This is an optimization exercise on Yosys and OpenROAD, whose aim is small area, not a production implementation. At most, simulation tests tie the RTL to the original design; equivalence was not proved. No activity file was given, so power comes from the tool's default toggle rates.

Design firepi_top, start of the top module:
module firepi_top (
    input  clk_50mhz,
    input  rst,  
    input  uart_rx,  
    output uart_tx,
    input  uart1_rx,  
    output uart1_tx,
    output led_out,  
    output led_solved  
);
    wire clk = clk_50mhz;
    reg [8:0] pc;        
    always @(posedge clk) pc <= pc + 9'd1;
    wire [4:0] ph = pc[4:0];
    wire [3:0] bk = pc[8:5];
    wire [3:0] ph4 = ph[3:0];
    wire lowh = ~ph[4];
    wire k0   = (ph == 5'd0);
    wire kend = (ph == 5'd31);
    localparam [21:0] DINV = 22'h2AAAAA;
    localparam [15:0] LINV = 16'hAAAA;
    reg [21:0] dbq;      
    reg blink;           
    wire [21:0] dbs = dbq ^ DINV;
    wire dbz = (dbs[20:0] == 21'd0);
    always @(posedge clk) begin
        if (rst) begin
            dbq <= 22'd1 ^ DINV;
            blink <= 1'b0;
        end else begin
            dbq <= {dbs[20:0], dbs[21] ^ dbs[20] ^ dbz} ^ DINV;
            if (dbz && !dbs[21]) blink <= ~blink;
        end
    end
    reg [15:0] lfq;      
    wire [15:0] lfsr = lfq ^ LINV;
    always @(posedge clk)
        if (rst) lfq <= 16'hACE1 ^ LINV;
        else lfq <= {lfsr[14:0], lfsr[15] ^ lfsr[13] ^ lfsr[12] ^ lfsr[10]} ^ LINV;
    wire [7:0] rxd1;
    wire [2:0] cls;      
    wire rxv0, rxv1;
    uart_rx_cmd u_rx0 (.clk(clk), .rst(rst), .rx(uart_rx), .cls(cls), .valid(rxv0));
    wire wrot;
    uart_rx u_rx1 (.clk(clk), .rst(rst), .rx(uart1_rx), .rot(wrot), .data(rxd1), .valid(rxv1));
    reg [15:0] a0, a1, a2, a3;    
    reg [15:0] b0, b1, b2, b3;    
    reg        gbuf;              
    reg [31:0] acc;               
    wire [3:0] ap = {a3[0], a2[0], a1[0], a0[0]};
    wire [3:0] bp = {b3[0], b2[0], b1[0], b0[0]};
    reg  [3:0] ain, bin;
    reg        accin;
    always @(posedge clk) begin
        a0 <= {ain[0], a0[15:1]};
        a1 <= {ain[1], a1[15:1]};
        a2 <= {ain[2], a2[15:1]};
        a3 <= {ain[3], a3[15:1]};
        b0 <= {bin[0], b0[15:1]};
        b1 <= {bin[1], b1[15:1]};
        b2 <= {bin[2], b2[15:1]};
        b3 <= {bin[3], b3[15:1]};
        acc <= {accin, acc[31:1]};
    end
    localparam S_IDLE = 4'd0, S_D1 = 4'd1, S_D2 = 4'd2, S_D3 = 4'd3,
  ...
make LEC_CHECK=0 ABC_AREA=1 CAP_MARGIN=20 CORE_MARGIN=2 CORE_UTILIZATION=40 CTS_BUF_LIST=sky130_fd_sc_hd__clkbuf_8 CTS_CLUSTER_DIAMETER=80 CTS_CLUSTER_SIZE=14 SLEW_MARGIN=20 finish   # period 20.0 ns
run.sh (not shown) runs the stock make flow with config.mk's settings and CLKGATE_MAP_FILE= SYNTH_SCRIPT=/design/flow/synth_recipe.tcl, a recipe that flattens the netlist after the stock synthesis.
Then changed:
--- a/flow/design.v
+++ b/flow/design.v
@@ -1,24 +1,22 @@
 module uart_rx (
     input  wire       clk,
     input  wire       rst,
     input  wire       rx,
-    input  wire       rot,
     output reg  [7:0] data,
     output reg        valid
 );
     reg [3:0] rs;
     reg [8:0] tq;       
     wire [8:0] tmr = tq ^ 9'h0AA;
     wire idle = (rs == 4'd1);
     wire hit = (tmr == 9'h093);
     always @(posedge clk) begin
         tq <= (idle ? 9'h1B2 : hit ? 9'h1FF : {tmr[7:0], tmr[8] ^ tmr[4]}) ^ 9'h0AA;
         if (rs[3] && hit) data <= {rx, data[7:1]};
-        else if (rot) data <= {data[0], data[7:1]};
     end
     always @(posedge clk) begin
         if (rst) begin
             valid <= 1'b0;
             rs <= 4'd1;
         end else begin
             valid <= (rs == 4'd0) && hit;
@@ -132,16 +130,15 @@
     always @(posedge clk)
         if (rst) lfq <= 16'hACE1 ^ LINV;
         else lfq <= {lfsr[14:0], lfsr[15] ^ lfsr[13] ^ lfsr[12] ^ lfsr[10]} ^ LINV;
     wire [7:0] rxd1;
     wire [2:0] cls;      
     wire rxv0, rxv1;
     uart_rx_cmd u_rx0 (.clk(clk), .rst(rst), .rx(uart_rx), .cls(cls), .valid(rxv0));
-    wire wrot;
-    uart_rx u_rx1 (.clk(clk), .rst(rst), .rx(uart1_rx), .rot(wrot), .data(rxd1), .valid(rxv1));
+    uart_rx u_rx1 (.clk(clk), .rst(rst), .rx(uart1_rx), .data(rxd1), .valid(rxv1));
     reg [15:0] a0, a1, a2, a3;    
     reg [15:0] b0, b1, b2, b3;    
     reg        gbuf;              
     reg [31:0] acc;               
     wire [3:0] ap = {a3[0], a2[0], a1[0], a0[0]};
     wire [3:0] bp = {b3[0], b2[0], b1[0], b0[0]};
     reg  [3:0] ain, bin;
@@ -175,15 +172,15 @@
     reg ready;
     reg wpend, wact;
     reg blkp, bact, bcopy, fwd;
     reg [1:0] o;
     reg [2:0] lop;
     reg lact;
     reg [1:0] sub, hi;
-    reg carry, prev, mcur, ep, eq;
+    reg carry, prev, mcur, mnext, ep, eq;
     reg [13:0] rr;
     localparam [15:0] C4 = 16'd46344;    
     wire isH  = lop[2] & ~lop[1];
     wire h1   = lop[0];
     wire isM  = lop[2] & lop[1];
     wire isSW = ~lop[2] & lop[1];
     wire mv   = isH | isSW;              
@@ -206,29 +203,28 @@
     wire qr = ap[qsel];
     wire ext = (isH & hi[1]) ? eq : ep;
     wire xk = lowh ? xr : ext;
     wire mbit = isH ? C4[j] : mcur;
     wire neg = mhorn & bfirst;
     wire first = bfirst & horn;
     wire accp = acc[0];
-    wire pm = (isM & ~lowh) ? ep : (mbit & xk);
+    wire pm = mbit & xk;
     wire [15:0] rpos = {rr[1:0], 2'b00, rr[13:2]};
     wire injb = (ph < 5'd14) ? 1'b0 : (ph >= 5'd28) ? 1'b1 : rpos[ph[3:0]];
     wire fa_a = st0 ? (isH & xr) : (st1 | madd) ? accp :
                 (horn & ~first & ~k0) ? prev : 1'b0;
     wire fa_b = st0 ? qr : st1 ? (isH & ~xr) :
                 madd ? ((hi == 2'd0) ? injb : xr) : (neg ? ~pm : pm);
     wire cin = k0 ? ((st1 & isH) | neg) : carry;
     wire sum = fa_a ^ fa_b ^ cin;
     wire cout = (fa_a & fa_b) | (cin & (fa_a ^ fa_b));
     wire we_x = lact & (((st0 | st1) & lowh) | (hornH & blast & ~lowh) | madd);
     wire blkreq = (st == S_AP) | ((st == S_IDLE) & ~ready & rxv0 & (cls == 3'd3));
     wire [3:0] wk = idx;
-    assign wrot = wact & lowh;
-    wire wdat = rxd1[0];
+    wire wdat = rxd1[ph4[2:0]];
     integer g;
     always @(*) begin
         for (g = 0; g < 4; g = g + 1) begin
             bin[g] = (wact && lowh && wk[2:1] == g && ph4[3] == ~wk[0]) ? wdat : bp[g];
             if (bact && lowh)
                 ain[g] = bcopy ? bp[g] : ((o == g) && (ph4 == 4'd14));
             else if (we_x && xsel == g)
@@ -375,14 +371,15 @@
                 if (blkp && !blkreq && !(bcopy && fwd && wpend)) blkp <= 1'b0;
                 if (!blkp && lop != L_NONE && !lact && st != S_A1 && st != S_A2) begin
                     lact <= 1'b1;
                     sub <= 2'd0; hi <= {1'b0, lop[1] & ~lop[2]};
                 end
             end
             if (lact && kend) begin
+                mcur <= mnext;
                 if (isSW) begin
                     sub <= 2'd1;
                     if (sub[0]) begin lop <= L_NONE; lact <= 1'b0; end
                 end else if (isH) begin
                     case (sub)
                         2'd0: sub <= 2'd1;
                         2'd1: sub <= 2'd2;
@@ -421,12 +418,12 @@
     end
     always @(posedge clk) begin
         carry <= cout;
         prev <= accp;
         if (lact && ph == 5'd15) begin
             if (st0 && isH) ep <= fa_a ^ fa_b ^ cout;
             if (st1 && isH) eq <= fa_a ^ fa_b ^ cout;
-            if (isM) ep <= xr & mcur;
+            if (isM) ep <= xr;
         end
-        if (lact && isM && !lowh && ph4 == ~bk) mcur <= qr;
+        if (lact && isM && lowh && ph4 == ~bk) mnext <= qr;
     end
 endmodule
What happened: Hold slack gets better by 0.011 ns; final area fell by 0.89%; worst setup slack is better by 0.051 ns; clock skew went down by 0.020 ns; routed wire length is higher by about 1.4%; critical path depth is unchanged; final cell count drops by about 2%; via count goes up by about 1.3%; fmax came out higher by 0.83%; clock power climbs by about 3%; non-clock buffer count is unchanged; utilization goes down by 0.15 points; combinational power shrinks by about 15%; synthesized area fell by 0.90%.
Only the layout flow was run in the first run of this note; the RTL was not checked for function there.

==> separate check: timing with driven ports <==
How much do the figures lean on ideal ports? The routed layouts below were timed once more, with nothing changed but the port constraints. Step 1 sets driving cells, clkbuf_16 on the clock port and buf_2 on the other inputs (assumed; they add their load-dependent delay and slew). Step 2 moves the port delays by t, midway between the first and last clock arrival at a register: inputs arrive t later, outputs are due t later. That takes back most of the time a late clock gives input paths. Three values: no drivers, after step 1, after step 2; two values: the first two.
| run | t, ns | setup slack, ns | clock arrival spread, ns | worst register clock-pin slew, ns | worst slew at a driven data input, ns |
|---|---|---|---|---|---|
| the first run | 0.601 | 13.842 / 13.798 / 13.515 | 0.045 / 0.046 | 0.10 / 0.10 | 0.03 |
| the second run | 0.615 | 13.893 / 13.846 / 13.999 | 0.026 / 0.026 | 0.11 / 0.11 | 0.03 |
After both steps every run listed still meets setup and hold. The setup slack of the first run, which loses most, moves by -0.044 ns with the drivers and by -0.327 ns with both steps.
